Background: an optimization exercise with open tools, aiming at small area. Do not read the settings as production practice. Only simulation tests tie the RTL to the original design; equivalence was not proved. No driver is modelled on the clock port, so clocking that relies on it looks cheaper here than on a real chip. Power figures rest on the tool's default switching activity, not on a simulated workload.

==> flow/design.v <==
`timescale 1ns / 1ps
module top(
  input clk,
  input clr,
  input start,
  input day,
  input Wait,
  input display_d,
  input display_w,
  output reg [3:0] an,
  output reg [6:0] seg7,
  output reg over_3_day,
  output reg over_10_day,
  output reg over_10_night,
  output reg dp
);
  function [4:0] bcd_inc(input [3:0] a, input e);
    reg c0;
    begin
      c0 = e & a[0];
      bcd_inc = {c0 & a[3],
                 a[3] ^ (c0 & (a[3] | (a[1] & a[2]))),
                 a[2] ^ (c0 & a[1]),
                 a[1] ^ (c0 & ~a[3]),
                 a[0] ^ e};
    end
  endfunction
  reg [4:0] count1;
  reg       ph1;
  wire c1_24 = count1[4] & count1[3];           
  wire tick  = c1_24 & ~ph1;                     
  wire pt1   = ph1 & (count1 == 5'd0);           
  wire pt2   = ph1 & (count1 == 5'd1);           
  always @(posedge clk or posedge clr)
    if (clr) begin count1 <= 0; ph1 <= 0; end
    else if (c1_24) begin count1 <= 0; ph1 <= ~ph1; end
    else count1 <= count1 + 1'b1;
  reg [4:0] z;
  always @(posedge clk or posedge clr)
    if (clr) z <= 5'd4;
    else z <= z + 1'b1;
  wire [1:0] cnt = z[4:3];
  reg op_s, op_w;
  always @(posedge clk or posedge clr)
    if (clr) begin op_s <= 0; op_w <= 0; end
    else if (tick) begin op_s <= start; op_w <= Wait; end
  wire op_clr  = ~op_s;
  wire op_dinc = op_s & ~op_w;
  wire op_winc = op_s & op_w;
  reg [3:0] d0, d1, d2, d3;
  wire d_clr = tick & ~start;
  wire d_inc = tick & start & ~Wait;
  wire [4:0] d0n = bcd_inc(d0, d_inc);
  wire [4:0] d1n = bcd_inc(d1, d0n[4]);
  wire [4:0] d2n = bcd_inc(d2, d1n[4]);
  always @(posedge clk or posedge clr)
    if (clr) begin d0 <= 0; d1 <= 0; d2 <= 0; d3 <= 0; end
    else if (d_clr) begin d0 <= 0; d1 <= 0; d2 <= 0; d3 <= 0; end
    else begin
      d0 <= d0n[3:0]; d1 <= d1n[3:0]; d2 <= d2n[3:0]; d3 <= d3 + d2n[4];
    end
  wire dhi0   = (d3 == 0) & (d2 == 0);
  wire d_le3  = dhi0 & (d1 == 0) & ~d0[3] & ~d0[2];
  wire d_le10 = dhi0 & ((d1 == 0) | ((d1 == 4'd1) & (d0 == 0)));
  wire d_zero = dhi0 & (d1 == 0) & (d0 == 0);
  reg [6:0] wt;
  reg [3:0] w2, w1, w0;
  wire w_max = wt[6] & wt[0] & w2[2] & w2[0] & w1[1] & w1[0] & w0[2] & w0[0];
  wire w_clr = pt2 & (op_clr | (op_winc & w_max));
  wire w_inc = pt2 & op_winc;
  wire [4:0] w0n = bcd_inc(w0, w_inc);
  wire [4:0] w1n = bcd_inc(w1, w0n[4]);
  wire [4:0] w2n = bcd_inc(w2, w1n[4]);
  always @(posedge clk or posedge clr)
    if (clr) begin wt <= 0; w2 <= 0; w1 <= 0; w0 <= 0; end
    else if (w_clr) begin wt <= 0; w2 <= 0; w1 <= 0; w0 <= 0; end
    else begin
      w0 <= w0n[3:0]; w1 <= w1n[3:0]; w2 <= w2n[3:0]; wt <= wt + w2n[4];
    end
  wire fz = pt2 ? (op_s & (w0[0] ^ op_w)) : w0[0];
  reg [15:0] fd, fn;
  wire ud = pt1 & op_dinc, uw = pt1 & op_winc;
  wire dwr = ud & d_zero;             
  wire wwr = uw & w_max;              
  wire [2:0] sd = dwr ? 3'd7 : ud ? (d_le3 ? 3'd0 : d_le10 ? 3'd3 : 3'd4) : {2'b0, uw & (w0[0] | w_max)};
  wire [2:0] sn = dwr ? 3'd7 : ud ? (d_le10 ? 3'd4 : 3'd5) : {2'b0, uw & (w0[0] | w_max)};
  wire [15:0] kd = {wwr, 4'b0, dwr, dwr, 4'b0, dwr, 1'b0, sd};
  wire [15:0] kn = {wwr | dwr, dwr, 3'b0, dwr, dwr, dwr, dwr, 3'b0, dwr, sn};
  reg [16:0] cd, cn;
  reg [15:0] sdd, snn;
  integer i;
  always @(*) begin
    cd[0] = 1'b0; cn[0] = 1'b0;
    for (i = 0; i < 16; i = i + 1) begin
      sdd[i] = fd[i] ^ kd[i] ^ cd[i];
      cd[i+1] = (fd[i] & kd[i]) | (cd[i] & (fd[i] ^ kd[i]));
      snn[i] = fn[i] ^ kn[i] ^ cn[i];
      cn[i+1] = (fn[i] & kn[i]) | (cn[i] & (fn[i] ^ kn[i]));
    end
  end
  always @(posedge clk or posedge clr)
    if (clr) begin fd <= 16'd14; fn <= 16'd17; end
    else if (pt1 & op_clr) begin fd <= 16'd14; fn <= 16'd17; end
    else begin fd <= sdd; fn <= snn; end
  reg st_d, day_d;
  always @(posedge clk or posedge clr)
    if (clr) begin st_d <= 0; day_d <= 0; end
    else begin st_d <= start; day_d <= day; end
  wire [15:0] fsel = day_d ? fd : fn;
  always @(posedge clk or posedge clr)
    if (clr) begin over_3_day <= 0; over_10_day <= 0; over_10_night <= 0; end
    else if (start) begin
      over_3_day    <= day & ~d_le3 & d_le10;
      over_10_day   <= day & ~d_le10;
      over_10_night <= ~day & ~d_le10;
    end
  reg [15:0] c1;
  reg [3:0] ca, cb, cc;
  reg [3:0] m_one, m_ten, m_hun;
  wire c_lt = st_d & (c1 < fsel);
  wire c_eq = st_d ? (c1 == fsel) : (c1 == 16'd0);
  wire [4:0] can = bcd_inc(ca, c_lt);
  wire [4:0] cbn = bcd_inc(cb, can[4]);
  wire [4:0] ccn = bcd_inc(cc, cbn[4]);
  always @(posedge clk or posedge clr)
    if (clr) begin c1 <= 0; ca <= 0; cb <= 0; cc <= 0; end
    else if (~c_lt & ~c_eq) begin c1 <= 0; ca <= 0; cb <= 0; cc <= 0; end
    else begin
      c1 <= c1 + c_lt;
      ca <= can[3:0]; cb <= cbn[3:0]; cc <= ccn[3:0];
    end
  always @(posedge clk or posedge clr)
    if (clr) begin m_one <= 0; m_ten <= 0; m_hun <= 0; end
    else if (c_eq) begin m_one <= ca; m_ten <= cb; m_hun <= cc; end
  reg [3:0] Num;
  always @(*) begin
    case (cnt)
      2'd0: an = 4'b1110;
      2'd1: an = 4'b1101;
      2'd2: an = 4'b1011;
      default: an = 4'b0111;
    endcase
    dp = 1'b1;
    if (display_d & ~display_w)
      case (cnt)
        2'd0: Num = d0;
        2'd1: Num = d1;
        2'd2: Num = d2;
        default: Num = d3;
      endcase
    else if (~display_d & display_w)
      case (cnt)
        2'd0: Num = w0;
        2'd1: Num = w1;
        2'd2: Num = w2;
        default: Num = wt[3:0];
      endcase
    else begin
      case (cnt)
        2'd0: Num = {1'b0, fz, 1'b0, fz};
        2'd1: Num = m_one;
        2'd2: Num = m_ten;
        default: Num = m_hun;
      endcase
      dp = (cnt != 2'd1);
    end
  end
  always @(*)
    case (Num)
      4'd0: seg7 = 7'b0000001;
      4'd1: seg7 = 7'b1001111;
      4'd2: seg7 = 7'b0010010;
      4'd3: seg7 = 7'b0000110;
      4'd4: seg7 = 7'b1001100;
      4'd5: seg7 = 7'b0100100;
      4'd6: seg7 = 7'b0100000;
      4'd7: seg7 = 7'b0001111;
      4'd8: seg7 = 7'b0000000;
      4'd9: seg7 = 7'b0000100;
      default: seg7 = 7'b1111111;
    endcase
endmodule
==> flow/flow/run.sh <==
#!/bin/bash
# Standard layout (the standard.sh, standard synthesis), with these changes:
# port buffers use the smallest buffer cell; clock tree synthesis uses
# clkbuf_4 and no dummy loads, and afterwards (flow/post_cts.tcl) upsizes the
# clock buffers that drive 10 or more clock pins. Each tool's full output goes
# to the ORFS logs; make's own output goes to flow_make.log in this folder.
set -euo pipefail
CTS="-sink_clustering_enable -repair_clock_nets -dont_use_dummy_load"
CTS="$CTS -buf_list sky130_fd_sc_hd__clkbuf_4 -sink_clustering_size 40 -sink_clustering_max_diameter 100"
bash standard.sh "CTS_ARGS=$CTS" "BUFFER_PORTS_ARGS=-buffer_cell sky130_fd_sc_hd__buf_1" \
  "POST_CTS_TCL=$PWD/flow/post_cts.tcl" finish > flow_make.log 2>&1
==> flow/flow/post_cts.tcl <==
set block [ord::get_db_block]
set changed 0
foreach inst [$block getInsts] {
  if {[[$inst getMaster] getName] ne "sky130_fd_sc_hd__clkbuf_4"} { continue }
  foreach it [$inst getITerms] {
    if {![$it isOutputSignal]} { continue }
    set net [$it getNet]
    if {$net eq "NULL"} { continue }
    set fo [expr {[llength [$net getITerms]] - 1}]
    if {$fo >= 10} {
      puts "post_cts: [$inst getName] drives $fo pins, upsized to clkbuf_8"
      replace_cell [$inst getName] sky130_fd_sc_hd__clkbuf_8
      incr changed
    }
  }
}
if {$changed > 0} {
  detailed_placement
  check_placement -verbose
}
==> flow/standard.sh <==
#!/bin/bash
# synth_recipe.tcl (not shown) runs the flow's synth.tcl, then flattens the netlist and writes it again
# the make line also repeats each setting of config.mk as NAME=value (left out here)
make -C /OpenROAD-flow-scripts/flow DESIGN_CONFIG=/design/flow/config.mk WORK_HOME=/design/flow/orfs CLKGATE_MAP_FILE= SYNTH_SCRIPT=/design/flow/synth_recipe.tcl "${@:-finish}"
==> flow/config.mk <==
export PLATFORM = sky130hd
export DESIGN_NAME = top
export DESIGN_NICKNAME = top
export VERILOG_FILES = /design/flow/design.v
export SDC_FILE = /design/flow/constraint.sdc
export NUM_CORES = 4
export LEC_CHECK = 0
export CAP_MARGIN = 20
export CORE_MARGIN = 2
export CORE_UTILIZATION = 65
export SLEW_MARGIN = 20
==> flow/constraint.sdc <==
create_clock -name core_clock -period 10.0 [get_ports {clk}]
set_input_delay 2.0000 -clock core_clock [delete_from_list [all_inputs] [get_ports {clk}]]
set_output_delay 2.0000 -clock core_clock [all_outputs]
set_load 0.01 [all_outputs]
==> results.py <==
metrics = {
    "clock_tree": {
        "cts.clk_slew.worst_paths_ps": 90,
        "clk_latency_ps": 420,
        "cts_num_sinks": 125,
        "cts_tree": "yes",
    },
    "floorplan": {
        "start_util_pct": 67.5,
        "core-area_um2": 10400,
        "die-area_um2": 11700,
        "die_y_um": 108,
        "rows": 37,
        "die_w_um": 108,
        "io_pins": 22,
    },
    "timing": {
        "hold_viol_final": 0,
        "setup_slack_ps": 3350,
        "timing.fmax_ghz": 0.150,
        "fin_crit_ps": 6650,
        "rsz0062_at_grt": "false",
        "period_share_pct": 66.5,
        "finClkSkew_ps": 21.2,
        "setup_viol": 0,
        "slew_headroom_pct": 40.4,
        "finalSetupTns_ps": 0,
        "drv_slew": 0,
        "tightest_slew_ps": 895,
    },
    "detailed_routing": {
        "routedWlPerCell_um": 16.4,
        "drtAntennaViolNets": 0,
        "wirelength_met1_um": 6290,
        "top_layer_used": "met4",
        "wl_met3_um": 525,
        "drt_iter0_markers": 244,
        "viasPerCell": 5.74,
        "drc": 0,
        "wirelength_um": 13300,
        "dr_total_vias": 4646,
        "met2_length_um": 6300,
        "first_pass_iters": 5,
    },
    "global_route": {
        "grt_pass1_vias": 4586,
        "grt_pass1_wl_um": 22800,
        "grt_max_degree": 67,
        "antenna_found_initial": 0,
        "grtUsageTotal_pct": 25.4,
        "grt_overflow_total": 0,
    },
    "critical_path": {
        "required_ps": 10330,
        "rr_worst_depth": 29,
        "regToRegSetupSlack_ps": 3350,
        "critPathKind": "register to register",
        "reg2reg_to": "fn[15]",
        "cp_top_family": "adder cells",
        "crit_buf_inv": 6,
        "worstPathArrival_ps": 6980,
        "r2r-start": "count1[0]",
        "cp-start-kind": "register",
        "crit_fanout": 9,
        "cp-end-kind": "register",
        "critPathMaxStageDelay_ps": 430,
        "slowest_stage": "dfrtp_1",
    },
    "power": {
        "power_switching_mw": 0.244,
        "seq_power_share_pct": 59.9,
        "switching_share_pct": 27.0,
        "p_int_mw": 0.658,
        "vdd_drop_max_v": 0.000108,
        "power_frac_comb_pct": 12.9,
        "cellPowerDensity_nw_per_um2": 123,
        "clkPwrFrac_pct": 27.2,
        "total_power_mw": 0.902,
        "leakage_nw": 3.69,
    },
    "logic_synthesis": {
        "ys_top_cells_by_area": "dfrtp_1 (42%), ha_1 (10%), nor2_1 (3.9%)",
        "yosysWarnings": 1,
        "netlist_instances": 648,
        "synth_area_um2": 7030,
        "seq_area_frac_synth_pct": 44.6,
        "ys_ff_latch": 125,
        "synth_cell_types": 56,
        "synth_edf_count": 0,
        "ys.flop_type": "dfrtp_1",
        "synthArstFlopShare_pct": 100,
        "synth_top_area_cell": "dfrtp_1",
        "yosysTopAreaCellShare_pct": 42.4,
        "avgSynthCellArea_um2": 10.8,
        "synth_nets": 726,
    },
    "min_path": {
        "worstHoldPathCells": 1,
        "worstHoldEndpoint": "z[0]",
        "hold_start": "z[0]",
        "min_path_type": "register to register",
    },
    "placed_design": {
        "dpl.hpwl_um": 9660,
        "dp_slack_ps": 3380,
        "portBuffers": 21,
        "gp_congestion": 0.821,
    },
    "cells_and_area": {
        "fin_nets": 754,
        "area_growth_pct": 4.75,
        "n_antenna_cell": 0,
        "layout-drive-gt1-share_pct": 9.64,
    },
    "status": {
        "status": "timing/DRC/antenna clean",
    },
    "flow_run": {
        "maxCapViolCount": 0,
    },
}
[Yosys cell counts (all sizes together), types with 9 or more instances]
cell,instances
mux2i,17
o21ai,15
nor2,74
nand3,22
ha,58
fa,13
nand2,32
nor2b,30
mux2,23
nand2b,14
and2,31
dfrtp,119
and3,11
a21oi,20
clkbuf,9
nand4,9
xor2,21
inv,30
xnor2,27
[state kept, by name, summed over array words and instances (netlist names), 4 cells and up]
name,flops
c1,16
ca,4
cb,4
cc,4
count1,5
d0,4
d1,4
d2,4
d3,4
fd,16
fn,16
m_hun,4
m_one,4
m_ten,4
w0,4
w1,4
w2,4
wt,7
z,5
[power groups by stage]
stage / logic, mW / registers (mW) / clock network, mW
floorplan: 0.0931 / 0.543 / 0
global placement: 0.113 / 0.551 / 0
detailed placement: 0.117 / 0.551 / 0
global route: 0.131 / 0.544 / 0.273
finish: 0.116 / 0.541 / 0.245
[worst max-delay path by stage]
| stage | cells after the start | endpoint | from |
|---|---|---|---|
| 3_5_place_dp | 29 | fn[15] | count1[0] |
| 2_1_floorplan | 29 | fn[15] | count1[0] |
| 3_3_place_gp | 29 | fn[15] | count1[0] |
| 5_1_grt | 29 | fn[15] | count1[0] |
| 6_report | 29 | fn[15] | count1[0] |
[worst reg2reg max path: cells and delay by family, from the launching register on]
family,cells,cell delay [ps]
simple gates,4,980
compound gates,2,280
buf+inv,6,640
xor+xnor,1,150
flops,1,430
fa+ha+maj,16,4100
[per-layer routing]
metal / global-route usage [%] / vias to the layer above
met5: 0 / -
met4: 7.23 / 0
met3: 6.51 / 8
met2: 39.4 / 92
met1: 35.7 / 2289
li1: - / 2257
[cells in the final DEF, fill, tap and decap left out, types with 6 or more instances in the layout]
cell type,instances
mux2i_1,17
xnor2_1,27
dfstp_2,6
nor2_1,73
nor2b_1,30
nor4_1,7
buf_1,21
xor2_1,21
nor3_1,7
ha_1,58
and2_1,31
fa_1,13
mux2_2,22
o21ai_0,12
clkbuf_4,15
dfrtp_1,119
and3_1,11
nand4_1,9
nand2b_1,14
nand2_1,32
a21oi_1,19
inv_1,29
nand3_1,22
[area by class of cell]
class,instances,area (um^2)
clock buffers,17,140
fillers,794,3050
inverters,30,115
multi-input cells,477,3690
flip-flops and latches,125,3140
well taps,136,170
repair buffers,25,109
[metrics by stage]
stage / hold WS, ps / util (%) / cells / area (um^2)
after floorplan: 421 / - / 648 / 7030
after global routing: 481 / 70.7 / 810 / 7360
after global placement: 442 / 69.3 / 793 / 7220
after detailed placement: 460 / 69.3 / 793 / 7220
final: 474 / 70.7 / 810 / 7360
[logic make-up (layout without fill, tap and decap cells)]
group / count (synthesis) / count (layout) / synth area share [%]
simple gates: 248 / 248 / 18.2
flops: 125 / 125 / 44.6
fa+ha+maj: 71 / 71 / 14.0
compound gates: 64 / 64 / 6.14
xor+xnor: 48 / 48 / 5.98
mux: 46 / 46 / 8.19
buf+inv: 46 / 72 / 2.85

-- afterwards: timing with drivers on the ports --
How much do the figures lean on ideal ports? The routed layout below was timed once more, with nothing changed but the port constraints. Step 1: set_driving_cell puts a clkbuf_16 on clk and a buf_2 on each other input, an assumption about the parent block. Step 2 moves the port delays by t, midway between the first and last clock arrival at a register: inputs arrive t later, outputs are due t later. That takes back most of the time a late clock gives input paths. Slacks: ideal ports / drivers / drivers and shift; pairs: ideal ports / drivers.
t, ns: 0.442
slack for setup (ns): 3.354 / 3.354 / 3.354
hold slack, ns: 0.474 / 0.474 / 0.474
worst register clock-pin slew, ns: 0.10 / 0.10
After both steps setup and hold are still met in this run. The setup slack of this run moves by 0.000 ns with the drivers and by 0.000 ns with both steps.
